What follows belongs to an exercise in optimizing a design on an open flow for small area and a short achievable clock period; a production flow would make more cautious choices. Function was not checked in any run shown here: the RTL went through the layout flow alone. Power and IR drop assume default switching activity.

==> flow/design.v (outline; a module is shown in full before it is edited, if it fits) <==
// module user_logic: 1158 lines
// module fa: 4 lines
module user_logic
(
  Bus2IP_Clk,
  Bus2IP_Reset,
  Bus2IP_Data,
  Bus2IP_BE,
  Bus2IP_RdCE,
  Bus2IP_WrCE,
  IP2Bus_Data,
  IP2Bus_RdAck,
  IP2Bus_WrAck,
  IP2Bus_Error
);
  // ...
==> flow/run.sh <==
#!/bin/bash
# synth_recipe.tcl (not shown) runs the flow's synth.tcl, then flattens the netlist and writes it again
# the make line also repeats each setting of config.mk as NAME=value (left out here)
make -C /OpenROAD-flow-scripts/flow DESIGN_CONFIG=/design/flow/config.mk WORK_HOME=/design/flow/orfs CLKGATE_MAP_FILE= SYNTH_SCRIPT=/design/flow/synth_recipe.tcl finish
==> flow/config.mk <==
export PLATFORM = sky130hd
export DESIGN_NAME = user_logic
export DESIGN_NICKNAME = user_logic
export VERILOG_FILES = /design/flow/design.v
export SDC_FILE = /design/flow/constraint.sdc
export NUM_CORES = 4
export LEC_CHECK = 0
export ABC_AREA = 1
export CAP_MARGIN = 20
export CORE_MARGIN = 2
export CORE_UTILIZATION = 40
export SETUP_SLACK_MARGIN = 4.5
export SLEW_MARGIN = 20
export SYNTH_HIERARCHICAL = 1
export SYNTH_MINIMUM_KEEP_SIZE = 0
export TNS_END_PERCENT = 5
==> flow/constraint.sdc <==
create_clock -name core_clock -period 8.5 [get_ports {Bus2IP_Clk}]
set_input_delay 1.7000 -clock core_clock [delete_from_list [all_inputs] [get_ports {Bus2IP_Clk}]]
set_output_delay 1.7000 -clock core_clock [all_outputs]
set_load 0.01 [all_outputs]
==> impl_metrics.yaml, run 1 <==
power_and_ir_drop:
  combPwrFrac_pct: 35.4
  clkPwrFrac_pct: 29.3
  finalPower_mw: 2.75
  comb-power_mw: 0.975
floorplan:
  die_h_um: 200
  placementRows: 71
  tap_cells: 511
layout:
  finish.utilization_pct: 49.7
  dominant_cells: "multi-input combinational cells"
  multiInputGateArea_um2: 11800
  multi_input_area_share_pct: 63.1
  areaGrowthSynthToFinish_pct: 22.5
synth:
  synth_top_area_share_pct: 30.4
  synth_top_area_cell: "fa_1"
  synthSimpleGateAreaFrac_pct: 8.45
  synthDistinctLibCells: 31
  synth-main-ff-cell: "dfxtp_1"
setup_path:
  crit_buf_inv: 5
  critPathCaptureType: "output pin"
  r2r_cells: 10
  critPathArrivalTime_ns: 2.78
  path_cells: "buf_8, inv_4, nor3_4, bufinv_16, buf_16, o221ai_4, buf_2"
  r2r_slack_ns: 4.37
global_routing:
  antenna_found_initial: 2
cts:
  clk_latency_ns: 0.46
routing:
  ant_nets: 0
  wl_met2_um: 24400
placement:
  placed_area_um2: 16900
worst_hold_path:
  holdPathEnd: "slv_reg2[31]"
status:
  outcome: "complete, no violations"
sta:
  min_period_over_period_pct: 52.7
==> run 2: changes to the inputs <==
--- a/flow/design.v
+++ b/flow/design.v
@@ -516,167 +516,167 @@
   fa us133 (.a(pp9_0), .b(c114), .c(c116), .s(s133), .co(c134));
   wire s135, c136;
   fa us135 (.a(c118), .b(s127), .c(s129), .s(s135), .co(c136));
   wire s137, c138;
   fa us137 (.a(s131), .b(c120), .c(c122), .s(s137), .co(c138));
   wire s139, c140;
   fa us139 (.a(s133), .b(s135), .c(c124), .s(s139), .co(c140));
   wire s141, c142;
-  fa us141 (.a(pp0_19), .b(pp1_17), .c(pp2_15), .s(s141), .co(c142));
+  fa us141 (.a(s137), .b(c126), .c(s139), .s(s141), .co(c142));
   wire s143, c144;
-  fa us143 (.a(pp3_13), .b(pp4_11), .c(pp5_9), .s(s143), .co(c144));
+  fa us143 (.a(pp0_19), .b(pp1_17), .c(pp2_15), .s(s143), .co(c144));
   wire s145, c146;
-  fa us145 (.a(pp6_7), .b(pp7_5), .c(pp8_3), .s(s145), .co(c146));
+  fa us145 (.a(pp3_13), .b(pp4_11), .c(pp5_9), .s(s145), .co(c146));
   wire s147, c148;
-  fa us147 (.a(nc9), .b(pp9_1), .c(c128), .s(s147), .co(c148));
+  fa us147 (.a(pp6_7), .b(pp7_5), .c(pp8_3), .s(s147), .co(c148));
   wire s149, c150;
-  fa us149 (.a(c130), .b(c132), .c(s141), .s(s149), .co(c150));
+  fa us149 (.a(nc9), .b(pp9_1), .c(c128), .s(s149), .co(c150));
   wire s151, c152;
-  fa us151 (.a(s143), .b(s145), .c(c134), .s(s151), .co(c152));
+  fa us151 (.a(c130), .b(c132), .c(s143), .s(s151), .co(c152));
   wire s153, c154;
-  fa us153 (.a(c136), .b(s147), .c(s149), .s(s153), .co(c154));
+  fa us153 (.a(s145), .b(s147), .c(c134), .s(s153), .co(c154));
   wire s155, c156;
-  fa us155 (.a(c138), .b(s151), .c(s153), .s(s155), .co(c156));
+  fa us155 (.a(c136), .b(s149), .c(s151), .s(s155), .co(c156));
   wire s157, c158;
-  fa us157 (.a(pp0_20), .b(pp1_18), .c(pp2_16), .s(s157), .co(c158));
+  fa us157 (.a(c138), .b(s153), .c(s155), .s(s157), .co(c158));
   wire s159, c160;
-  fa us159 (.a(pp3_14), .b(pp4_12), .c(pp5_10), .s(s159), .co(c160));
+  fa us159 (.a(pp0_20), .b(pp1_18), .c(pp2_16), .s(s159), .co(c160));
   wire s161, c162;
-  fa us161 (.a(pp6_8), .b(pp7_6), .c(pp8_4), .s(s161), .co(c162));
+  fa us161 (.a(pp3_14), .b(pp4_12), .c(pp5_10), .s(s161), .co(c162));
   wire s163, c164;
-  fa us163 (.a(pp9_2), .b(pp10_0), .c(c142), .s(s163), .co(c164));
+  fa us163 (.a(pp6_8), .b(pp7_6), .c(pp8_4), .s(s163), .co(c164));
   wire s165, c166;
-  fa us165 (.a(c144), .b(c146), .c(s157), .s(s165), .co(c166));
+  fa us165 (.a(pp9_2), .b(pp10_0), .c(c144), .s(s165), .co(c166));
   wire s167, c168;
-  fa us167 (.a(s159), .b(s161), .c(c148), .s(s167), .co(c168));
+  fa us167 (.a(c146), .b(c148), .c(s159), .s(s167), .co(c168));
   wire s169, c170;
-  fa us169 (.a(c150), .b(s163), .c(s165), .s(s169), .co(c170));
+  fa us169 (.a(s161), .b(s163), .c(c150), .s(s169), .co(c170));
   wire s171, c172;
-  fa us171 (.a(c152), .b(s167), .c(c154), .s(s171), .co(c172));
+  fa us171 (.a(c152), .b(s165), .c(s167), .s(s171), .co(c172));
   wire s173, c174;
-  fa us173 (.a(pp0_21), .b(pp1_19), .c(pp2_17), .s(s173), .co(c174));
+  fa us173 (.a(c154), .b(s169), .c(c156), .s(s173), .co(c174));
   wire s175, c176;
-  fa us175 (.a(pp3_15), .b(pp4_13), .c(pp5_11), .s(s175), .co(c176));
+  fa us175 (.a(pp0_21), .b(pp1_19), .c(pp2_17), .s(s175), .co(c176));
   wire s177, c178;
-  fa us177 (.a(pp6_9), .b(pp7_7), .c(pp8_5), .s(s177), .co(c178));
+  fa us177 (.a(pp3_15), .b(pp4_13), .c(pp5_11), .s(s177), .co(c178));
   wire s179, c180;
-  fa us179 (.a(pp9_3), .b(nc10), .c(pp10_1), .s(s179), .co(c180));
+  fa us179 (.a(pp6_9), .b(pp7_7), .c(pp8_5), .s(s179), .co(c180));
   wire s181, c182;
-  fa us181 (.a(c158), .b(c160), .c(c162), .s(s181), .co(c182));
+  fa us181 (.a(pp9_3), .b(nc10), .c(pp10_1), .s(s181), .co(c182));
   wire s183, c184;
-  fa us183 (.a(s173), .b(s175), .c(s177), .s(s183), .co(c184));
+  fa us183 (.a(c160), .b(c162), .c(c164), .s(s183), .co(c184));
   wire s185, c186;
-  fa us185 (.a(s179), .b(c164), .c(c166), .s(s185), .co(c186));
+  fa us185 (.a(s175), .b(s177), .c(s179), .s(s185), .co(c186));
   wire s187, c188;
-  fa us187 (.a(s181), .b(s183), .c(c168), .s(s187), .co(c188));
+  fa us187 (.a(s181), .b(c166), .c(c168), .s(s187), .co(c188));
   wire s189, c190;
-  fa us189 (.a(c170), .b(s185), .c(s187), .s(s189), .co(c190));
+  fa us189 (.a(s183), .b(s185), .c(c170), .s(s189), .co(c190));
   wire s191, c192;
-  fa us191 (.a(pp0_22), .b(pp1_20), .c(pp2_18), .s(s191), .co(c192));
+  fa us191 (.a(c172), .b(s187), .c(s189), .s(s191), .co(c192));
   wire s193, c194;
-  fa us193 (.a(pp3_16), .b(pp4_14), .c(pp5_12), .s(s193), .co(c194));
+  fa us193 (.a(pp0_22), .b(pp1_20), .c(pp2_18), .s(s193), .co(c194));
   wire s195, c196;
-  fa us195 (.a(pp6_10), .b(pp7_8), .c(pp8_6), .s(s195), .co(c196));
+  fa us195 (.a(pp3_16), .b(pp4_14), .c(pp5_12), .s(s195), .co(c196));
   wire s197, c198;
-  fa us197 (.a(pp9_4), .b(pp10_2), .c(pp11_0), .s(s197), .co(c198));
+  fa us197 (.a(pp6_10), .b(pp7_8), .c(pp8_6), .s(s197), .co(c198));
   wire s199, c200;
-  fa us199 (.a(c174), .b(c176), .c(c178), .s(s199), .co(c200));
+  fa us199 (.a(pp9_4), .b(pp10_2), .c(pp11_0), .s(s199), .co(c200));
   wire s201, c202;
-  fa us201 (.a(c180), .b(s191), .c(s193), .s(s201), .co(c202));
+  fa us201 (.a(c176), .b(c178), .c(c180), .s(s201), .co(c202));
   wire s203, c204;
-  fa us203 (.a(s195), .b(s197), .c(c182), .s(s203), .co(c204));
+  fa us203 (.a(c182), .b(s193), .c(s195), .s(s203), .co(c204));
   wire s205, c206;
-  fa us205 (.a(c184), .b(s199), .c(s201), .s(s205), .co(c206));
+  fa us205 (.a(s197), .b(s199), .c(c184), .s(s205), .co(c206));
   wire s207, c208;
-  fa us207 (.a(c186), .b(s203), .c(s205), .s(s207), .co(c208));
+  fa us207 (.a(c186), .b(s201), .c(s203), .s(s207), .co(c208));
   wire s209, c210;
-  fa us209 (.a(pp0_23), .b(pp1_21), .c(pp2_19), .s(s209), .co(c210));
+  fa us209 (.a(c188), .b(s205), .c(s207), .s(s209), .co(c210));
   wire s211, c212;
-  fa us211 (.a(pp3_17), .b(pp4_15), .c(pp5_13), .s(s211), .co(c212));
+  fa us211 (.a(pp0_23), .b(pp1_21), .c(pp2_19), .s(s211), .co(c212));
   wire s213, c214;
-  fa us213 (.a(pp6_11), .b(pp7_9), .c(pp8_7), .s(s213), .co(c214));
+  fa us213 (.a(pp3_17), .b(pp4_15), .c(pp5_13), .s(s213), .co(c214));
   wire s215, c216;
-  fa us215 (.a(pp9_5), .b(pp10_3), .c(nc11), .s(s215), .co(c216));
+  fa us215 (.a(pp6_11), .b(pp7_9), .c(pp8_7), .s(s215), .co(c216));
   wire s217, c218;
-  fa us217 (.a(pp11_1), .b(c192), .c(c194), .s(s217), .co(c218));
+  fa us217 (.a(pp9_5), .b(pp10_3), .c(nc11), .s(s217), .co(c218));
   wire s219, c220;
-  fa us219 (.a(c196), .b(c198), .c(s209), .s(s219), .co(c220));
+  fa us219 (.a(pp11_1), .b(c194), .c(c196), .s(s219), .co(c220));
   wire s221, c222;
-  fa us221 (.a(s211), .b(s213), .c(s215), .s(s221), .co(c222));
+  fa us221 (.a(c198), .b(c200), .c(s211), .s(s221), .co(c222));
   wire s223, c224;
-  fa us223 (.a(c200), .b(c202), .c(s217), .s(s223), .co(c224));
+  fa us223 (.a(s213), .b(s215), .c(s217), .s(s223), .co(c224));
   wire s225, c226;
-  fa us225 (.a(s219), .b(s221), .c(c204), .s(s225), .co(c226));
+  fa us225 (.a(c202), .b(c204), .c(s219), .s(s225), .co(c226));
   wire s227, c228;
-  fa us227 (.a(c206), .b(s223), .c(s225), .s(s227), .co(c228));
+  fa us227 (.a(s221), .b(s223), .c(c206), .s(s227), .co(c228));
   wire s229, c230;
-  fa us229 (.a(pp0_24), .b(pp1_22), .c(pp2_20), .s(s229), .co(c230));
+  fa us229 (.a(c208), .b(s225), .c(s227), .s(s229), .co(c230));
   wire s231, c232;
-  fa us231 (.a(pp3_18), .b(pp4_16), .c(pp5_14), .s(s231), .co(c232));
+  fa us231 (.a(pp0_24), .b(pp1_22), .c(pp2_20), .s(s231), .co(c232));
   wire s233, c234;
-  fa us233 (.a(pp6_12), .b(pp7_10), .c(pp8_8), .s(s233), .co(c234));
+  fa us233 (.a(pp3_18), .b(pp4_16), .c(pp5_14), .s(s233), .co(c234));
   wire s235, c236;
-  fa us235 (.a(pp9_6), .b(pp10_4), .c(pp11_2), .s(s235), .co(c236));
+  fa us235 (.a(pp6_12), .b(pp7_10), .c(pp8_8), .s(s235), .co(c236));
   wire s237, c238;
-  fa us237 (.a(pp12_0), .b(c210), .c(c212), .s(s237), .co(c238));
+  fa us237 (.a(pp9_6), .b(pp10_4), .c(pp11_2), .s(s237), .co(c238));
   wire s239, c240;
-  fa us239 (.a(c214), .b(c216), .c(s229), .s(s239), .co(c240));
+  fa us239 (.a(pp12_0), .b(c212), .c(c214), .s(s239), .co(c240));
   wire s241, c242;
-  fa us241 (.a(s231), .b(s233), .c(s235), .s(s241), .co(c242));
+  fa us241 (.a(c216), .b(c218), .c(s231), .s(s241), .co(c242));
   wire s243, c244;
-  fa us243 (.a(c218), .b(c220), .c(c222), .s(s243), .co(c244));
+  fa us243 (.a(s233), .b(s235), .c(s237), .s(s243), .co(c244));
   wire s245, c246;
-  fa us245 (.a(s237), .b(s239), .c(s241), .s(s245), .co(c246));
+  fa us245 (.a(c220), .b(c222), .c(c224), .s(s245), .co(c246));
   wire s247, c248;
-  fa us247 (.a(c224), .b(s243), .c(s245), .s(s247), .co(c248));
+  fa us247 (.a(s239), .b(s241), .c(s243), .s(s247), .co(c248));
   wire s249, c250;
-  fa us249 (.a(pp0_25), .b(pp1_23), .c(pp2_21), .s(s249), .co(c250));
+  fa us249 (.a(c226), .b(s245), .c(s247), .s(s249), .co(c250));
   wire s251, c252;
-  fa us251 (.a(pp3_19), .b(pp4_17), .c(pp5_15), .s(s251), .co(c252));
+  fa us251 (.a(pp0_25), .b(pp1_23), .c(pp2_21), .s(s251), .co(c252));
   wire s253, c254;
-  fa us253 (.a(pp6_13), .b(pp7_11), .c(pp8_9), .s(s253), .co(c254));
+  fa us253 (.a(pp3_19), .b(pp4_17), .c(pp5_15), .s(s253), .co(c254));
   wire s255, c256;
-  fa us255 (.a(pp9_7), .b(pp10_5), .c(pp11_3), .s(s255), .co(c256));
+  fa us255 (.a(pp6_13), .b(pp7_11), .c(pp8_9), .s(s255), .co(c256));
   wire s257, c258;
-  fa us257 (.a(nc12), .b(pp12_1), .c(c230), .s(s257), .co(c258));
+  fa us257 (.a(pp9_7), .b(pp10_5), .c(pp11_3), .s(s257), .co(c258));
   wire s259, c260;
-  fa us259 (.a(c232), .b(c234), .c(c236), .s(s259), .co(c260));
+  fa us259 (.a(nc12), .b(pp12_1), .c(c232), .s(s259), .co(c260));
   wire s261, c262;
-  fa us261 (.a(s249), .b(s251), .c(s253), .s(s261), .co(c262));
+  fa us261 (.a(c234), .b(c236), .c(c238), .s(s261), .co(c262));
   wire s263, c264;
-  fa us263 (.a(s255), .b(c238), .c(c240), .s(s263), .co(c264));
+  fa us263 (.a(s251), .b(s253), .c(s255), .s(s263), .co(c264));
   wire s265, c266;
-  fa us265 (.a(c242), .b(s257), .c(s259), .s(s265), .co(c266));
+  fa us265 (.a(s257), .b(c240), .c(c242), .s(s265), .co(c266));
   wire s267, c268;
-  fa us267 (.a(s261), .b(c244), .c(c246), .s(s267), .co(c268));
+  fa us267 (.a(c244), .b(s259), .c(s261), .s(s267), .co(c268));
   wire s269, c270;
-  fa us269 (.a(s263), .b(s265), .c(c248), .s(s269), .co(c270));
+  fa us269 (.a(s263), .b(c246), .c(c248), .s(s269), .co(c270));
   wire s271, c272;
   fa us271 (.a(pp0_26), .b(pp1_24), .c(pp2_22), .s(s271), .co(c272));
   wire s273, c274;
   fa us273 (.a(pp3_20), .b(pp4_18), .c(pp5_16), .s(s273), .co(c274));
   wire s275, c276;
   fa us275 (.a(pp6_14), .b(pp7_12), .c(pp8_10), .s(s275), .co(c276));
   wire s277, c278;
   fa us277 (.a(pp9_8), .b(pp10_6), .c(pp11_4), .s(s277), .co(c278));
   wire s279, c280;
-  fa us279 (.a(pp12_2), .b(pp13_0), .c(c250), .s(s279), .co(c280));
+  fa us279 (.a(pp12_2), .b(pp13_0), .c(c252), .s(s279), .co(c280));
   wire s281, c282;
-  fa us281 (.a(c252), .b(c254), .c(c256), .s(s281), .co(c282));
+  fa us281 (.a(c254), .b(c256), .c(c258), .s(s281), .co(c282));
   wire s283, c284;
   fa us283 (.a(s271), .b(s273), .c(s275), .s(s283), .co(c284));
   wire s285, c286;
-  fa us285 (.a(s277), .b(c258), .c(c260), .s(s285), .co(c286));
+  fa us285 (.a(s277), .b(c260), .c(c262), .s(s285), .co(c286));
   wire s287, c288;
-  fa us287 (.a(c262), .b(s279), .c(s281), .s(s287), .co(c288));
+  fa us287 (.a(c264), .b(s279), .c(s281), .s(s287), .co(c288));
   wire s289, c290;
-  fa us289 (.a(s283), .b(c264), .c(c266), .s(s289), .co(c290));
+  fa us289 (.a(s283), .b(c266), .c(c268), .s(s289), .co(c290));
   wire s291, c292;
-  fa us291 (.a(s285), .b(s287), .c(c268), .s(s291), .co(c292));
+  fa us291 (.a(s285), .b(s287), .c(c270), .s(s291), .co(c292));
   wire s293, c294;
   fa us293 (.a(pp0_27), .b(pp1_25), .c(pp2_23), .s(s293), .co(c294));
   wire s295, c296;
   fa us295 (.a(pp3_21), .b(pp4_19), .c(pp5_17), .s(s295), .co(c296));
   wire s297, c298;
   fa us297 (.a(pp6_15), .b(pp7_13), .c(pp8_11), .s(s297), .co(c298));
   wire s299, c300;
   fa us299 (.a(pp9_9), .b(pp10_7), .c(pp11_5), .s(s299), .co(c300));
@@ -690,352 +690,391 @@
   fa us307 (.a(s297), .b(s299), .c(s301), .s(s307), .co(c308));
   wire s309, c310;
   fa us309 (.a(c280), .b(c282), .c(c284), .s(s309), .co(c310));
   wire s311, c312;
   fa us311 (.a(s303), .b(s305), .c(s307), .s(s311), .co(c312));
   wire s313, c314;
   fa us313 (.a(c286), .b(c288), .c(s309), .s(s313), .co(c314));
   wire s315, c316;
-  fa us315 (.a(s311), .b(c290), .c(s313), .s(s315), .co(c316));
+  fa us315 (.a(pp0_28), .b(pp1_26), .c(pp2_24), .s(s315), .co(c316));
   wire s317, c318;
-  fa us317 (.a(pp0_28), .b(pp1_26), .c(pp2_24), .s(s317), .co(c318));
+  fa us317 (.a(pp3_22), .b(pp4_20), .c(pp5_18), .s(s317), .co(c318));
   wire s319, c320;
-  fa us319 (.a(pp3_22), .b(pp4_20), .c(pp5_18), .s(s319), .co(c320));
+  fa us319 (.a(pp6_16), .b(pp7_14), .c(pp8_12), .s(s319), .co(c320));
   wire s321, c322;
-  fa us321 (.a(pp6_16), .b(pp7_14), .c(pp8_12), .s(s321), .co(c322));
+  fa us321 (.a(pp9_10), .b(pp10_8), .c(pp11_6), .s(s321), .co(c322));
   wire s323, c324;
-  fa us323 (.a(pp9_10), .b(pp10_8), .c(pp11_6), .s(s323), .co(c324));
+  fa us323 (.a(pp12_4), .b(pp13_2), .c(pp14_0), .s(s323), .co(c324));
   wire s325, c326;
-  fa us325 (.a(pp12_4), .b(pp13_2), .c(pp14_0), .s(s325), .co(c326));
+  fa us325 (.a(c294), .b(c296), .c(c298), .s(s325), .co(c326));
   wire s327, c328;
-  fa us327 (.a(c294), .b(c296), .c(c298), .s(s327), .co(c328));
+  fa us327 (.a(c300), .b(c302), .c(s315), .s(s327), .co(c328));
   wire s329, c330;
-  fa us329 (.a(c300), .b(c302), .c(s317), .s(s329), .co(c330));
+  fa us329 (.a(s317), .b(s319), .c(s321), .s(s329), .co(c330));
   wire s331, c332;
-  fa us331 (.a(s319), .b(s321), .c(s323), .s(s331), .co(c332));
+  fa us331 (.a(s323), .b(c304), .c(c306), .s(s331), .co(c332));
   wire s333, c334;
-  fa us333 (.a(s325), .b(c304), .c(c306), .s(s333), .co(c334));
+  fa us333 (.a(c308), .b(s325), .c(s327), .s(s333), .co(c334));
   wire s335, c336;
-  fa us335 (.a(c308), .b(s327), .c(s329), .s(s335), .co(c336));
+  fa us335 (.a(s329), .b(c310), .c(c312), .s(s335), .co(c336));
   wire s337, c338;
-  fa us337 (.a(s331), .b(c310), .c(c312), .s(s337), .co(c338));
+  fa us337 (.a(s331), .b(s333), .c(c314), .s(s337), .co(c338));
   wire s339, c340;
-  fa us339 (.a(s333), .b(s335), .c(c314), .s(s339), .co(c340));
+  fa us339 (.a(pp0_29), .b(pp1_27), .c(pp2_25), .s(s339), .co(c340));
   wire s341, c342;
-  fa us341 (.a(pp0_29), .b(pp1_27), .c(pp2_25), .s(s341), .co(c342));
+  fa us341 (.a(pp3_23), .b(pp4_21), .c(pp5_19), .s(s341), .co(c342));
   wire s343, c344;
-  fa us343 (.a(pp3_23), .b(pp4_21), .c(pp5_19), .s(s343), .co(c344));
+  fa us343 (.a(pp6_17), .b(pp7_15), .c(pp8_13), .s(s343), .co(c344));
   wire s345, c346;
-  fa us345 (.a(pp6_17), .b(pp7_15), .c(pp8_13), .s(s345), .co(c346));
+  fa us345 (.a(pp9_11), .b(pp10_9), .c(pp11_7), .s(s345), .co(c346));
   wire s347, c348;
-  fa us347 (.a(pp9_11), .b(pp10_9), .c(pp11_7), .s(s347), .co(c348));
+  fa us347 (.a(pp12_5), .b(pp13_3), .c(nc14), .s(s347), .co(c348));
   wire s349, c350;
-  fa us349 (.a(pp12_5), .b(pp13_3), .c(nc14), .s(s349), .co(c350));
+  fa us349 (.a(pp14_1), .b(c316), .c(c318), .s(s349), .co(c350));
   wire s351, c352;
-  fa us351 (.a(pp14_1), .b(c318), .c(c320), .s(s351), .co(c352));
+  fa us351 (.a(c320), .b(c322), .c(c324), .s(s351), .co(c352));
   wire s353, c354;
-  fa us353 (.a(c322), .b(c324), .c(c326), .s(s353), .co(c354));
+  fa us353 (.a(s339), .b(s341), .c(s343), .s(s353), .co(c354));
   wire s355, c356;
-  fa us355 (.a(s341), .b(s343), .c(s345), .s(s355), .co(c356));
+  fa us355 (.a(s345), .b(s347), .c(c326), .s(s355), .co(c356));
   wire s357, c358;
-  fa us357 (.a(s347), .b(s349), .c(c328), .s(s357), .co(c358));
+  fa us357 (.a(c328), .b(c330), .c(s349), .s(s357), .co(c358));
   wire s359, c360;
-  fa us359 (.a(c330), .b(c332), .c(s351), .s(s359), .co(c360));
+  fa us359 (.a(s351), .b(s353), .c(c332), .s(s359), .co(c360));
   wire s361, c362;
-  fa us361 (.a(s353), .b(s355), .c(c334), .s(s361), .co(c362));
+  fa us361 (.a(s355), .b(c334), .c(s357), .s(s361), .co(c362));
   wire s363, c364;
-  fa us363 (.a(s357), .b(c336), .c(s359), .s(s363), .co(c364));
+  fa us363 (.a(pp0_30), .b(pp1_28), .c(pp2_26), .s(s363), .co(c364));
   wire s365, c366;
-  fa us365 (.a(c338), .b(s361), .c(s363), .s(s365), .co(c366));
+  fa us365 (.a(pp3_24), .b(pp4_22), .c(pp5_20), .s(s365), .co(c366));
   wire s367, c368;
-  fa us367 (.a(pp0_30), .b(pp1_28), .c(pp2_26), .s(s367), .co(c368));
+  fa us367 (.a(pp6_18), .b(pp7_16), .c(pp8_14), .s(s367), .co(c368));
   wire s369, c370;
-  fa us369 (.a(pp3_24), .b(pp4_22), .c(pp5_20), .s(s369), .co(c370));
+  fa us369 (.a(pp9_12), .b(pp10_10), .c(pp11_8), .s(s369), .co(c370));
   wire s371, c372;
-  fa us371 (.a(pp6_18), .b(pp7_16), .c(pp8_14), .s(s371), .co(c372));
+  fa us371 (.a(pp12_6), .b(pp13_4), .c(pp14_2), .s(s371), .co(c372));
   wire s373, c374;
-  fa us373 (.a(pp9_12), .b(pp10_10), .c(pp11_8), .s(s373), .co(c374));
+  fa us373 (.a(pp15_0), .b(c340), .c(c342), .s(s373), .co(c374));
   wire s375, c376;
-  fa us375 (.a(pp12_6), .b(pp13_4), .c(pp14_2), .s(s375), .co(c376));
+  fa us375 (.a(c344), .b(c346), .c(c348), .s(s375), .co(c376));
   wire s377, c378;
-  fa us377 (.a(pp15_0), .b(c342), .c(c344), .s(s377), .co(c378));
+  fa us377 (.a(s363), .b(s365), .c(s367), .s(s377), .co(c378));
   wire s379, c380;
-  fa us379 (.a(c346), .b(c348), .c(c350), .s(s379), .co(c380));
+  fa us379 (.a(s369), .b(s371), .c(c350), .s(s379), .co(c380));
   wire s381, c382;
-  fa us381 (.a(s367), .b(s369), .c(s371), .s(s381), .co(c382));
+  fa us381 (.a(c352), .b(c354), .c(s373), .s(s381), .co(c382));
   wire s383, c384;
-  fa us383 (.a(s373), .b(s375), .c(c352), .s(s383), .co(c384));
+  fa us383 (.a(s375), .b(s377), .c(c356), .s(s383), .co(c384));
   wire s385, c386;
-  fa us385 (.a(c354), .b(c356), .c(s377), .s(s385), .co(c386));
+  fa us385 (.a(c358), .b(s379), .c(s381), .s(s385), .co(c386));
   wire s387, c388;
-  fa us387 (.a(s379), .b(s381), .c(c358), .s(s387), .co(c388));
-  wire s389, c390;
-  fa us389 (.a(c360), .b(s383), .c(s385), .s(s389), .co(c390));
-  wire s391, c392;
-  fa us391 (.a(c362), .b(s387), .c(c364), .s(s391), .co(c392));
+  fa us387 (.a(c360), .b(s383), .c(c362), .s(s387), .co(c388));
+  wire s389;
+  fa us389 (.a(pp0_31), .b(pp1_29), .c(pp2_27), .s(s389), .co());
+  wire s390;
+  fa us390 (.a(pp3_25), .b(pp4_23), .c(pp5_21), .s(s390), .co());
+  wire s391;
+  fa us391 (.a(pp6_19), .b(pp7_17), .c(pp8_15), .s(s391), .co());
+  wire s392;
+  fa us392 (.a(pp9_13), .b(pp10_11), .c(pp11_9), .s(s392), .co());
   wire s393;
-  fa us393 (.a(pp0_31), .b(pp1_29), .c(pp2_27), .s(s393), .co());
+  fa us393 (.a(pp12_7), .b(pp13_5), .c(pp14_3), .s(s393), .co());
   wire s394;
-  fa us394 (.a(pp3_25), .b(pp4_23), .c(pp5_21), .s(s394), .co());
+  fa us394 (.a(pp15_1), .b(c364), .c(c366), .s(s394), .co());
   wire s395;
-  fa us395 (.a(pp6_19), .b(pp7_17), .c(pp8_15), .s(s395), .co());
+  fa us395 (.a(c368), .b(c370), .c(c372), .s(s395), .co());
   wire s396;
-  fa us396 (.a(pp9_13), .b(pp10_11), .c(pp11_9), .s(s396), .co());
+  fa us396 (.a(s389), .b(s390), .c(s391), .s(s396), .co());
   wire s397;
-  fa us397 (.a(pp12_7), .b(pp13_5), .c(pp14_3), .s(s397), .co());
+  fa us397 (.a(s392), .b(s393), .c(c374), .s(s397), .co());
   wire s398;
-  fa us398 (.a(pp15_1), .b(c368), .c(c370), .s(s398), .co());
+  fa us398 (.a(c376), .b(c378), .c(s394), .s(s398), .co());
   wire s399;
-  fa us399 (.a(c372), .b(c374), .c(c376), .s(s399), .co());
+  fa us399 (.a(s395), .b(s396), .c(c380), .s(s399), .co());
   wire s400;
-  fa us400 (.a(s393), .b(s394), .c(s395), .s(s400), .co());
+  fa us400 (.a(c382), .b(s397), .c(s398), .s(s400), .co());
   wire s401;
-  fa us401 (.a(s396), .b(s397), .c(c378), .s(s401), .co());
-  wire s402;
-  fa us402 (.a(c380), .b(c382), .c(s398), .s(s402), .co());
-  wire s403;
-  fa us403 (.a(s399), .b(s400), .c(c384), .s(s403), .co());
-  wire s404;
-  fa us404 (.a(c386), .b(s401), .c(s402), .s(s404), .co());
-  wire s405;
-  fa us405 (.a(c388), .b(s403), .c(c390), .s(s405), .co());
-  wire x31a = s404;
-  wire x31b = c392;
-  wire x436 = s404 ^ c392;
-  wire x437 = s405 ^ x436;
-  wire x31 = x437;
-  wire [31:0] rx = {x31a, s389, c340, s337, c292, s289, s267, c226, c208, c188, c172, s169, c140, s137, s123, c98, s97, c72, s71, c50, s49, c32, s31, c18, s17, c8, s7, c2, s1, pp0_2, nc0, pp0_0};
-  wire [31:0] ry = {x31b, c366, s365, c316, s315, c270, s269, c228, s227, c190, s189, c156, s155, c126, c112, s111, 1'b0, s83, 1'b0, s59, 1'b0, s39, 1'b0, s23, 1'b0, s11, 1'b0, s3, 1'b0, pp1_0, pp0_1, 1'b0};
+  fa us401 (.a(c384), .b(s399), .c(c386), .s(s401), .co());
+  wire x31a = s400;
+  wire x31b = c388;
+  wire x438 = s400 ^ c388;
+  wire x439 = s401 ^ x438;
+  wire x31 = x439;
+  wire [31:0] rx = {x31a, s385, c336, s335, s311, s289, s265, c228, c210, c190, c174, s171, c140, s141, s123, c98, s97, c72, s71, c50, s49, c32, s31, c18, s17, c8, s7, c2, s1, pp0_2, nc0, pp0_0};
+  wire [31:0] ry = {x31b, s387, s359, s337, c290, s291, s267, s249, s229, s209, s191, c158, s157, 1'b0, s125, s111, 1'b0, s83, 1'b0, s59, 1'b0, s39, 1'b0, s23, 1'b0, s11, 1'b0, s3, 1'b0, pp1_0, pp0_1, 1'b0};
+  wire log0_0 = pp0_0 & 1'b0;
+  wire lop0 = pp0_0 ^ 1'b0;
+  wire log1_1 = nc0 & pp0_1;
+  wire lop1 = nc0 ^ pp0_1;
+  wire log2_2 = pp0_2 & pp1_0;
+  wire lop2 = pp0_2 ^ pp1_0;
+  wire log3_3 = s1 & 1'b0;
+  wire lop3 = s1 ^ 1'b0;
+  wire log4_4 = c2 & s3;
+  wire lop4 = c2 ^ s3;
+  wire log5_5 = s7 & 1'b0;
+  wire lop5 = s7 ^ 1'b0;
+  wire log6_6 = c8 & s11;
+  wire lop6 = c8 ^ s11;
+  wire log7_7 = s17 & 1'b0;
+  wire lop7 = s17 ^ 1'b0;
+  wire log1_0 = log1_1 | (lop1 & log0_0);
+  wire loP1_0 = lop1 & lop0;
+  wire log2_0 = log2_2 | (lop2 & log1_0);
+  wire loP2_0 = lop2 & loP1_0;
+  wire log3_0 = log3_3 | (lop3 & log2_0);
+  wire loP3_0 = lop3 & loP2_0;
+  wire log4_0 = log4_4 | (lop4 & log3_0);
+  wire loP4_0 = lop4 & loP3_0;
+  wire log5_0 = log5_5 | (lop5 & log4_0);
+  wire loP5_0 = lop5 & loP4_0;
+  wire log6_0 = log6_6 | (lop6 & log5_0);
+  wire loP6_0 = lop6 & loP5_0;
+  wire log7_0 = log7_7 | (lop7 & log6_0);
+  wire loP7_0 = lop7 & loP6_0;
+  wire lsum0 = lop0;
+  wire lsum1 = lop1 ^ log0_0;
+  wire lsum2 = lop2 ^ log1_0;
+  wire lsum3 = lop3 ^ log2_0;
+  wire lsum4 = lop4 ^ log3_0;
+  wire lsum5 = lop5 ^ log4_0;
+  wire lsum6 = lop6 ^ log5_0;
+  wire lsum7 = lop7 ^ log6_0;
+  wire lcout = log7_0;
   reg t0_0;
   reg t1_0;
-  reg t1_1;
   reg t2_0;
-  reg t2_1;
   reg t3_0;
   reg t4_0;
-  reg t4_1;
   reg t5_0;
   reg t6_0;
-  reg t6_1;
   reg t7_0;
   reg t8_0;
   reg t8_1;
+  reg t8_2;
   reg t9_0;
   reg t10_0;
   reg t10_1;
   reg t11_0;
   reg t12_0;
   reg t12_1;
   reg t13_0;
   reg t14_0;
   reg t14_1;
   reg t15_0;
   reg t16_0;
   reg t16_1;
   reg t17_0;
   reg t17_1;
   reg t17_2;
   reg t18_0;
-  reg t18_1;
-  reg t18_2;
   reg t19_0;
   reg t19_1;
+  reg t19_2;
   reg t20_0;
   reg t20_1;
   reg t20_2;
   reg t21_0;
   reg t21_1;
   reg t22_0;
   reg t22_1;
   reg t22_2;
   reg t23_0;
   reg t23_1;
   reg t24_0;
   reg t24_1;
   reg t24_2;
   reg t25_0;
   reg t25_1;
+  reg t25_2;
+  reg t25_3;
   reg t26_0;
   reg t26_1;
-  reg t26_2;
   reg t27_0;
   reg t27_1;
+  reg t27_2;
+  reg t27_3;
   reg t28_0;
   reg t28_1;
-  reg t28_2;
   reg t29_0;
   reg t29_1;
+  reg t29_2;
+  reg t29_3;
   reg t30_0;
   reg t30_1;
-  reg t30_2;
   reg t31_0;
   reg t31_1;
   reg t31_2;
   always @(posedge Bus2IP_Clk) begin
-    t0_0 <= pp0_0;
-    t1_0 <= nc0;
-    t1_1 <= pp0_1;
-    t2_0 <= pp0_2;
-    t2_1 <= pp1_0;
-    t3_0 <= s1;
-    t4_0 <= c2;
-    t4_1 <= s3;
-    t5_0 <= s7;
-    t6_0 <= c8;
-    t6_1 <= s11;
-    t7_0 <= s17;
+    t0_0 <= lsum0;
+    t1_0 <= lsum1;
+    t2_0 <= lsum2;
+    t3_0 <= lsum3;
+    t4_0 <= lsum4;
+    t5_0 <= lsum5;
+    t6_0 <= lsum6;
+    t7_0 <= lsum7;
     t8_0 <= c18;
     t8_1 <= s23;
+    t8_2 <= lcout;
     t9_0 <= s31;
     t10_0 <= c32;
     t10_1 <= s39;
     t11_0 <= s49;
     t12_0 <= c50;
     t12_1 <= s59;
     t13_0 <= s71;
     t14_0 <= c72;
     t14_1 <= s83;
     t15_0 <= s97;
     t16_0 <= c98;
     t16_1 <= s111;
     t17_0 <= s123;
-    t17_1 <= c112;
-    t17_2 <= s125;
-    t18_0 <= s137;
-    t18_1 <= c126;
-    t18_2 <= s139;
+    t17_1 <= s125;
+    t17_2 <= c112;
+    t18_0 <= s141;
     t19_0 <= c140;
-    t19_1 <= s155;
-    t20_0 <= s169;
-    t20_1 <= c156;
-    t20_2 <= s171;
-    t21_0 <= c172;
-    t21_1 <= s189;
-    t22_0 <= c188;
-    t22_1 <= c190;
-    t22_2 <= s207;
-    t23_0 <= c208;
-    t23_1 <= s227;
-    t24_0 <= c226;
-    t24_1 <= c228;
-    t24_2 <= s247;
-    t25_0 <= s267;
-    t25_1 <= s269;
+    t19_1 <= s157;
+    t19_2 <= c142;
+    t20_0 <= s171;
+    t20_1 <= c158;
+    t20_2 <= s173;
+    t21_0 <= c174;
+    t21_1 <= s191;
+    t22_0 <= c190;
+    t22_1 <= s209;
+    t22_2 <= c192;
+    t23_0 <= c210;
+    t23_1 <= s229;
+    t24_0 <= c228;
+    t24_1 <= s249;
+    t24_2 <= c230;
+    t25_0 <= s265;
+    t25_1 <= s267;
+    t25_2 <= c250;
+    t25_3 <= s269;
     t26_0 <= s289;
-    t26_1 <= c270;
-    t26_2 <= s291;
-    t27_0 <= c292;
-    t27_1 <= s315;
-    t28_0 <= s337;
-    t28_1 <= c316;
-    t28_2 <= s339;
-    t29_0 <= c340;
-    t29_1 <= s365;
-    t30_0 <= s389;
-    t30_1 <= c366;
-    t30_2 <= s391;
-    t31_0 <= s404;
-    t31_1 <= c392;
-    t31_2 <= s405;
+    t26_1 <= s291;
+    t27_0 <= s311;
+    t27_1 <= c290;
+    t27_2 <= s313;
+    t27_3 <= c292;
+    t28_0 <= s335;
+    t28_1 <= s337;
+    t29_0 <= c336;
+    t29_1 <= s359;
+    t29_2 <= s361;
+    t29_3 <= c338;
+    t30_0 <= s385;
+    t30_1 <= s387;
+    t31_0 <= s400;
+    t31_1 <= c388;
+    t31_2 <= s401;
   end
+  wire s402, c403;
+  fa us402 (.a(t8_0), .b(t8_1), .c(t8_2), .s(s402), .co(c403));
+  wire s404, c405;
+  fa us404 (.a(t17_0), .b(t17_1), .c(t17_2), .s(s404), .co(c405));
   wire s406, c407;
-  fa us406 (.a(t17_0), .b(t17_1), .c(t17_2), .s(s406), .co(c407));
+  fa us406 (.a(t19_0), .b(t19_1), .c(t19_2), .s(s406), .co(c407));
   wire s408, c409;
-  fa us408 (.a(t18_0), .b(t18_1), .c(t18_2), .s(s408), .co(c409));
+  fa us408 (.a(t20_0), .b(t20_1), .c(t20_2), .s(s408), .co(c409));
   wire s410, c411;
-  fa us410 (.a(t19_0), .b(t19_1), .c(c409), .s(s410), .co(c411));
+  fa us410 (.a(t21_0), .b(t21_1), .c(c409), .s(s410), .co(c411));
   wire s412, c413;
-  fa us412 (.a(t20_0), .b(t20_1), .c(t20_2), .s(s412), .co(c413));
+  fa us412 (.a(t22_0), .b(t22_1), .c(t22_2), .s(s412), .co(c413));
   wire s414, c415;
-  fa us414 (.a(t21_0), .b(t21_1), .c(c413), .s(s414), .co(c415));
+  fa us414 (.a(t23_0), .b(t23_1), .c(c413), .s(s414), .co(c415));
   wire s416, c417;
-  fa us416 (.a(t22_0), .b(t22_1), .c(t22_2), .s(s416), .co(c417));
+  fa us416 (.a(t24_0), .b(t24_1), .c(t24_2), .s(s416), .co(c417));
   wire s418, c419;
-  fa us418 (.a(t23_0), .b(t23_1), .c(c417), .s(s418), .co(c419));
+  fa us418 (.a(t25_0), .b(t25_1), .c(t25_2), .s(s418), .co(c419));
   wire s420, c421;
-  fa us420 (.a(t24_0), .b(t24_1), .c(t24_2), .s(s420), .co(c421));
+  fa us420 (.a(t25_3), .b(c417), .c(s418), .s(s420), .co(c421));
   wire s422, c423;
-  fa us422 (.a(t25_0), .b(t25_1), .c(c421), .s(s422), .co(c423));
+  fa us422 (.a(t26_0), .b(t26_1), .c(c419), .s(s422), .co(c423));
   wire s424, c425;
-  fa us424 (.a(t26_0), .b(t26_1), .c(t26_2), .s(s424), .co(c425));
+  fa us424 (.a(t27_0), .b(t27_1), .c(t27_2), .s(s424), .co(c425));
   wire s426, c427;
-  fa us426 (.a(t27_0), .b(t27_1), .c(c425), .s(s426), .co(c427));
+  fa us426 (.a(t27_3), .b(s424), .c(c423), .s(s426), .co(c427));
   wire s428, c429;
-  fa us428 (.a(t28_0), .b(t28_1), .c(t28_2), .s(s428), .co(c429));
+  fa us428 (.a(t28_0), .b(t28_1), .c(c425), .s(s428), .co(c429));
   wire s430, c431;
-  fa us430 (.a(t29_0), .b(t29_1), .c(c429), .s(s430), .co(c431));
+  fa us430 (.a(t29_0), .b(t29_1), .c(t29_2), .s(s430), .co(c431));
   wire s432, c433;
-  fa us432 (.a(t30_0), .b(t30_1), .c(t30_2), .s(s432), .co(c433));
+  fa us432 (.a(t29_3), .b(s430), .c(c429), .s(s432), .co(c433));
   wire s434, c435;
-  fa us434 (.a(t31_0), .b(t31_1), .c(t31_2), .s(s434), .co(c435));
+  fa us434 (.a(t30_0), .b(t30_1), .c(c431), .s(s434), .co(c435));
+  wire s436, c437;
+  fa us436 (.a(t31_0), .b(t31_1), .c(t31_2), .s(s436), .co(c437));
   wire adg0_0 = t0_0 & 1'b0;
   wire adp0 = t0_0 ^ 1'b0;
-  wire adg1_1 = t1_0 & t1_1;
-  wire adp1 = t1_0 ^ t1_1;
-  wire adg2_2 = t2_0 & t2_1;
-  wire adp2 = t2_0 ^ t2_1;
+  wire adg1_1 = t1_0 & 1'b0;
+  wire adp1 = t1_0 ^ 1'b0;
+  wire adg2_2 = t2_0 & 1'b0;
+  wire adp2 = t2_0 ^ 1'b0;
   wire adg3_3 = t3_0 & 1'b0;
   wire adp3 = t3_0 ^ 1'b0;
-  wire adg4_4 = t4_0 & t4_1;
-  wire adp4 = t4_0 ^ t4_1;
+  wire adg4_4 = t4_0 & 1'b0;
+  wire adp4 = t4_0 ^ 1'b0;
   wire adg5_5 = t5_0 & 1'b0;
   wire adp5 = t5_0 ^ 1'b0;
-  wire adg6_6 = t6_0 & t6_1;
-  wire adp6 = t6_0 ^ t6_1;
+  wire adg6_6 = t6_0 & 1'b0;
+  wire adp6 = t6_0 ^ 1'b0;
   wire adg7_7 = t7_0 & 1'b0;
   wire adp7 = t7_0 ^ 1'b0;
-  wire adg8_8 = t8_0 & t8_1;
-  wire adp8 = t8_0 ^ t8_1;
-  wire adg9_9 = t9_0 & 1'b0;
-  wire adp9 = t9_0 ^ 1'b0;
+  wire adg8_8 = s402 & 1'b0;
+  wire adp8 = s402 ^ 1'b0;
+  wire adg9_9 = t9_0 & c403;
+  wire adp9 = t9_0 ^ c403;
   wire adg10_10 = t10_0 & t10_1;
   wire adp10 = t10_0 ^ t10_1;
   wire adg11_11 = t11_0 & 1'b0;
   wire adp11 = t11_0 ^ 1'b0;
   wire adg12_12 = t12_0 & t12_1;
   wire adp12 = t12_0 ^ t12_1;
   wire adg13_13 = t13_0 & 1'b0;
   wire adp13 = t13_0 ^ 1'b0;
   wire adg14_14 = t14_0 & t14_1;
   wire adp14 = t14_0 ^ t14_1;
   wire adg15_15 = t15_0 & 1'b0;
   wire adp15 = t15_0 ^ 1'b0;
   wire adg16_16 = t16_0 & t16_1;
   wire adp16 = t16_0 ^ t16_1;
-  wire adg17_17 = s406 & 1'b0;
-  wire adp17 = s406 ^ 1'b0;
-  wire adg18_18 = c407 & s408;
-  wire adp18 = c407 ^ s408;
-  wire adg19_19 = s410 & 1'b0;
-  wire adp19 = s410 ^ 1'b0;
-  wire adg20_20 = c411 & s412;
-  wire adp20 = c411 ^ s412;
-  wire adg21_21 = s414 & 1'b0;
-  wire adp21 = s414 ^ 1'b0;
-  wire adg22_22 = c415 & s416;
-  wire adp22 = c415 ^ s416;
-  wire adg23_23 = s418 & 1'b0;
-  wire adp23 = s418 ^ 1'b0;
-  wire adg24_24 = c419 & s420;
-  wire adp24 = c419 ^ s420;
-  wire adg25_25 = s422 & 1'b0;
-  wire adp25 = s422 ^ 1'b0;
-  wire adg26_26 = c423 & s424;
-  wire adp26 = c423 ^ s424;
+  wire adg17_17 = s404 & 1'b0;
+  wire adp17 = s404 ^ 1'b0;
+  wire adg18_18 = t18_0 & c405;
+  wire adp18 = t18_0 ^ c405;
+  wire adg19_19 = s406 & 1'b0;
+  wire adp19 = s406 ^ 1'b0;
+  wire adg20_20 = c407 & s408;
+  wire adp20 = c407 ^ s408;
+  wire adg21_21 = s410 & 1'b0;
+  wire adp21 = s410 ^ 1'b0;
+  wire adg22_22 = c411 & s412;
+  wire adp22 = c411 ^ s412;
+  wire adg23_23 = s414 & 1'b0;
+  wire adp23 = s414 ^ 1'b0;
+  wire adg24_24 = c415 & s416;
+  wire adp24 = c415 ^ s416;
+  wire adg25_25 = s420 & 1'b0;
+  wire adp25 = s420 ^ 1'b0;
+  wire adg26_26 = c421 & s422;
+  wire adp26 = c421 ^ s422;
   wire adg27_27 = s426 & 1'b0;
   wire adp27 = s426 ^ 1'b0;
   wire adg28_28 = c427 & s428;
   wire adp28 = c427 ^ s428;
-  wire adg29_29 = s430 & 1'b0;
-  wire adp29 = s430 ^ 1'b0;
-  wire adg30_30 = c431 & s432;
-  wire adp30 = c431 ^ s432;
-  wire adg31_31 = c433 & s434;
-  wire adp31 = c433 ^ s434;
+  wire adg29_29 = s432 & 1'b0;
+  wire adp29 = s432 ^ 1'b0;
+  wire adg30_30 = c433 & s434;
+  wire adp30 = c433 ^ s434;
+  wire adg31_31 = c435 & s436;
+  wire adp31 = c435 ^ s436;
   wire adg1_0 = adg1_1 | (adp1 & adg0_0);
   wire adP1_0 = adp1 & adp0;
   wire adg2_0 = adg2_2 | (adp2 & adg1_0);
   wire adP2_0 = adp2 & adP1_0;
   wire adg3_0 = adg3_3 | (adp3 & adg2_0);
   wire adP3_0 = adp3 & adP2_0;
   wire adg5_4 = adg5_5 | (adp5 & adg4_4);
   wire adP5_4 = adp5 & adp4;
@@ -1131,28 +1170,30 @@
   wire adP26_0 = adP26_24 & adP23_0;
   wire adg28_0 = adg28_28 | (adp28 & adg27_0);
   wire adP28_0 = adp28 & adP27_0;
   wire adg29_0 = adg29_28 | (adP29_28 & adg27_0);
   wire adP29_0 = adP29_28 & adP27_0;
   wire adg30_0 = adg30_28 | (adP30_28 & adg27_0);
   wire adP30_0 = adP30_28 & adP27_0;
   wire [31:0] psum = {(adp31 ^ adg30_0), (adp30 ^ adg29_0), (adp29 ^ adg28_0), (adp28 ^ adg27_0), (adp27 ^ adg26_0), (adp26 ^ adg25_0), (adp25 ^ adg24_0), (adp24 ^ adg23_0), (adp23 ^ adg22_0), (adp22 ^ adg21_0), (adp21 ^ adg20_0), (adp20 ^ adg19_0), (adp19 ^ adg18_0), (adp18 ^ adg17_0), (adp17 ^ adg16_0), (adp16 ^ adg15_0), (adp15 ^ adg14_0), (adp14 ^ adg13_0), (adp13 ^ adg12_0), (adp12 ^ adg11_0), (adp11 ^ adg10_0), (adp10 ^ adg9_0), (adp9 ^ adg8_0), (adp8 ^ adg7_0), (adp7 ^ adg6_0), (adp6 ^ adg5_0), (adp5 ^ adg4_0), (adp4 ^ adg3_0), (adp3 ^ adg2_0), (adp2 ^ adg1_0), (adp1 ^ adg0_0), (adp0)};
-  wire [31:0] pnext = (Bus2IP_Reset | rst_d) ? 32'd0 : psum;
+  wire [31:0] pnext = psum;
+  reg r2z;
+  always @(posedge Bus2IP_Clk) r2z <= Bus2IP_Reset | rst_d;
   always @(posedge Bus2IP_Clk) begin
     rst_d <= Bus2IP_Reset;
     for (k = 0; k < 32; k = k + 1)
       slv_reg2[k] <= pnext[31-k];
   end
   reg [0:31] rdata;
   always @(*) begin
     case (Bus2IP_RdCE)
       3'b100:  rdata = slv_reg0;
       3'b010:  rdata = slv_reg1;
-      3'b001:  rdata = slv_reg2;
+      3'b001:  rdata = r2z ? 32'd0 : slv_reg2;
       default: rdata = 32'd0;
     endcase
   end
   assign IP2Bus_Data  = rdata;
   assign IP2Bus_RdAck = |Bus2IP_RdCE;
   assign IP2Bus_WrAck = |Bus2IP_WrCE;
   assign IP2Bus_Error = 1'b0;
 endmodule
==> flow/config.mk (replaced) <==
export PLATFORM = sky130hd
export DESIGN_NAME = user_logic
export DESIGN_NICKNAME = user_logic
export VERILOG_FILES = /design/flow/design.v
export SDC_FILE = /design/flow/constraint.sdc
export NUM_CORES = 4
export LEC_CHECK = 0
export ABC_AREA = 1
export CAP_MARGIN = 20
export CORE_MARGIN = 2
export CORE_UTILIZATION = 40
export SETUP_SLACK_MARGIN = 4
export SLEW_MARGIN = 20
export SYNTH_HIERARCHICAL = 1
export SYNTH_MINIMUM_KEEP_SIZE = 0
export TNS_END_PERCENT = 5
==> impl_metrics.yaml, run 2 <==
layout:
  finish.utilization_pct: 45.2
  nNetsFinal: 1880
  areaGrowthSynthToFinish_pct: 11.8
  drive_above_1_share_pct: 10.6
  largest_registers: "slv_reg0 x32, slv_reg1 x32, slv_reg2 x32"
  multiInputGateArea_um2: 11000
  final_common_cell: "xor2_1"
  fin_cells: 2110
  final-seq-area_um2: 3260
  n_fill_cell: 3577
  mostFrequentLayoutCells: "259 x xor2_1, 251 x o22ai_1, 234 x fa_1, 157 x dfxtp_1, 135 x nand2_1"
cts:
  clk_pin_slew_ns: 0.07
  cts_htree_levels: 4
  cts_buffers: 17
  cts_tree: "built"
  numClockSinks: 162
  clk_latency_ns: 0.45
  cts_hold_buffers: 0
  cts_root_buf: "clkbuf_16"
  cts_buffer_depth: 2
synth:
  async_flop_share_pct: 0
  yosysMostFrequentCell: "xor2_1"
  synth_top_area_share_pct: 30.8
  yosys.area_share.adder_pct: 32.2
  synth-main-ff-cell: "dfxtp_1"
  synthMuxAreaShare_pct: 0
  syn_nets: 1892
  synth_top_cells_by_count: "259 x xor2_1, 251 x o22ai_1, 234 x fa_1"
  ys_seq_area_share_pct: 21.3
  synthSimpleGateAreaFrac_pct: 7.35
  synth_edf_count: 0
  synth_top_family_by_area: "adder cells"
  synth_xor_area_share_pct: 15.3
  syn_inst: 1598
  ys_top_cells_by_area: "fa_1 31%, dfxtp_1 21%, xor2_1 15%"
  avgSynthCellArea_um2: 9.51
  syn-cell-area_um2: 15200
  synthDistinctLibCells: 34
  synth_compound_area_share_pct: 16.6
  synth_seq_cells: 162
  synth_top_area_cell: "fa_1"
  ys_warn_count: 7
sta:
  min_period_over_period_pct: 53.2
  fmax_mhz: 221
  min_period_ns: 4.52
  drv_slew: 0
  finalClockSkew_ns: 0.0111
  relSlewSlack_pct: 26.0
  hold_slack_ns: 0.323
  worst_pin_slew_ns: 1.10
  final_hold_viol_count: 0
  fin_setup_tns_ns: 0
  rsz0062_at_grt: "true"
  setup_viol: 0
setup_path:
  path_cells: "buf_6, inv_4, nand2_4, nor3_4, buf_6, buf_6, buf_12, buf_12, nand2_4, o221ai_2, buf_2"
  crit_fanout: 5
  cp_slowest_cell: "buf_2"
  crit_type: "in -> out"
  critPathCaptureType: "output pin"
  critPathArrivalTime_ns: 2.82
  start_kind: "input port"
  crit_top_cell: "buf_6"
  crit_buf_inv: 7
  critical_path.max_stage_delay_ns: 0.18
  cp_top_family: "buffers and inverters"
  cp.required_ns: 6.80
floorplan:
  die_w_um: 199
  placementRows: 71
  initial_utilization_pct: 40.4
  die_h_um: 199
  io_pins: 79
  core_um2: 37600
  die_area_um2: 39600
routing:
  vias: 12400
  drc_errors: 0
  wl_um: 49100
  dr.pass1.iters: 6
  ant_nets: 0
  drt_iter0_markers: 1479
  wire_per_inst_um: 23.3
  viasPerCell: 5.87
power_and_ir_drop:
  p_seq_share_pct: 36.8
  power_switching_mw: 1.05
  clkPwrFrac_pct: 29.3
  ir_worst_vdd_mv: 0.115
  p_leak_nw: 8.63
  swShare_pct: 37.8
  internal_power_mw: 1.74
  powerDensity_nw_per_um2: 164
  combPwrFrac_pct: 33.9
placement:
  place_inst: 2064
  place_hpwl_um: 32700
  portBuffers: 77
  place_congestion: 0.853
job:
  drv_cap: 0
global_routing:
  grt_usage_pct: 25.4
  grt-ovfl-total: 0
  grt_max_degree: 67
  grt_pass1_wl_um: 75300
  antenna_found_initial: 1
  grt_pass1_vias: 12600
worst_hold_path:
  hold_path_class: "reg -> reg"
status:
  outcome: "complete, no violations"
[run 2: cell count changes in the layout (fill, tap and decap cells not counted), sizes merged, moves of 3 or more]
cell	change
nand3	-11
o21ai	+3
xor2	-3
a211oi	-3
nor3	-3
a21oi	-7
xnor2	+5
buf	-46
clkbuf	-7
clkinvlp	-18
inv	+9
nor2	-26
nand2	-12
[run 2: layout make-up]
class,count,area share [%]
clock inverters,14,0.987
diodes,1,0.0147
well taps,511,3.77
inverters,120,2.67
repair buffers,117,6.10
clock buffers,17,2.51
multi-input cells,1168,64.8
flip-flops and latches,162,19.2
[run 2: cells by family (layout without fill, tap and decap cells)]
kind of cell,after synthesis,after routing
AO/OA/AOI/OAI,378,378
XOR/XNOR,265,265
adder cells (fa/ha/maj),250,250
buffers and inverters,268,268
flip-flops,162,162
other,1,2
AND/OR/NAND/NOR,274,274
[run 2: final timing paths]
path | start | to | slack, ns | cells past startpoint
hold reg to reg | t0_0 | slv_reg2[31] | 0.32 | 0
setup / recovery | Bus2IP_RdCE[0] | IP2Bus_Data[15] | 3.98 | 11
hold / removal | t0_0 | slv_reg2[31] | 0.32 | 0
setup reg to reg | slv_reg1[24] | t31_2 | 4.13 | 11
[run 2: what timing repair did]
action	4_1_cts	5_1_grt
gates resized for setup	173	19
gates cloned	4	0
endpoints found under the setup margin	78	47
setup buffers	10	0
pin swaps	2	2
[run 2: Yosys stat by module, one instance, submodules excluded]
| module | copies in the design | cells inside | flip-flops and latches |
|---|---|---|---|
| fa | 225 | 1 | 0 |
| user_logic | 1 | 1373 | 162 |
[run 2: stage by stage]
stage | cell area [um^2] | setup slack, ns | total power, mW
3_5_place_dp | 16200 | 2.62 | 1.97
6_report | 17000 | 3.98 | 2.79
2_1_floorplan | 15200 | 4.20 | 1.65
3_3_place_gp | 16200 | 2.66 | 1.97
5_1_grt | 17000 | 3.94 | 2.98
4_1_cts | 16900 | 3.94 | 2.80
[run 2: layer usage]
layer | track usage, % | vias to the layer above | wire [um]
li1 | - | 5357 | -
met1 | 33.5 | 6195 | 20300
met2 | 42.3 | 702 | 23400
met3 | 4.41 | 127 | 3870
met4 | 8.60 | 0 | 1520
met5 | 0 | - | 0
[run 2: power groups by stage]
stage	combinational [mW]	sequential, mW	clock (mW)
final	0.946	1.03	0.817
after global routing	1.08	1.04	0.856
after CTS	0.952	1.03	0.823
after detailed placement	0.938	1.04	0
after global placement	0.924	1.04	0
after floorplan	0.660	0.991	0

-- static timing again, ports no longer ideal --
The flow's constraints put no driver on any port. The routed layouts listed below were extracted and timed again, unchanged, in two steps.
Step 1 sets driving cells, clkbuf_16 on the clock port and buf_2 on the other inputs (assumed; they add their load-dependent delay and slew).
Step 2 times the ports against the registers' clock, not the clock port: input delays grow and output delays shrink by t, the midpoint of the rising clock arrivals with the driver on.
Three values: ideal, step 1, step 2; two values: the first two.
run	t (ns)	slack for setup (ns)	hold slack, ns
run 1	0.508	4.018 / 3.964 / 3.964	0.414 / 0.414 / 0.414
run 2	0.504	3.976 / 3.943 / 3.943	0.323 / 0.323 / 0.323
After both steps setup and hold are still met in every run listed. For run 1, which loses most, drivers alone change the setup slack by -0.054 ns; drivers and shift together by -0.054 ns.
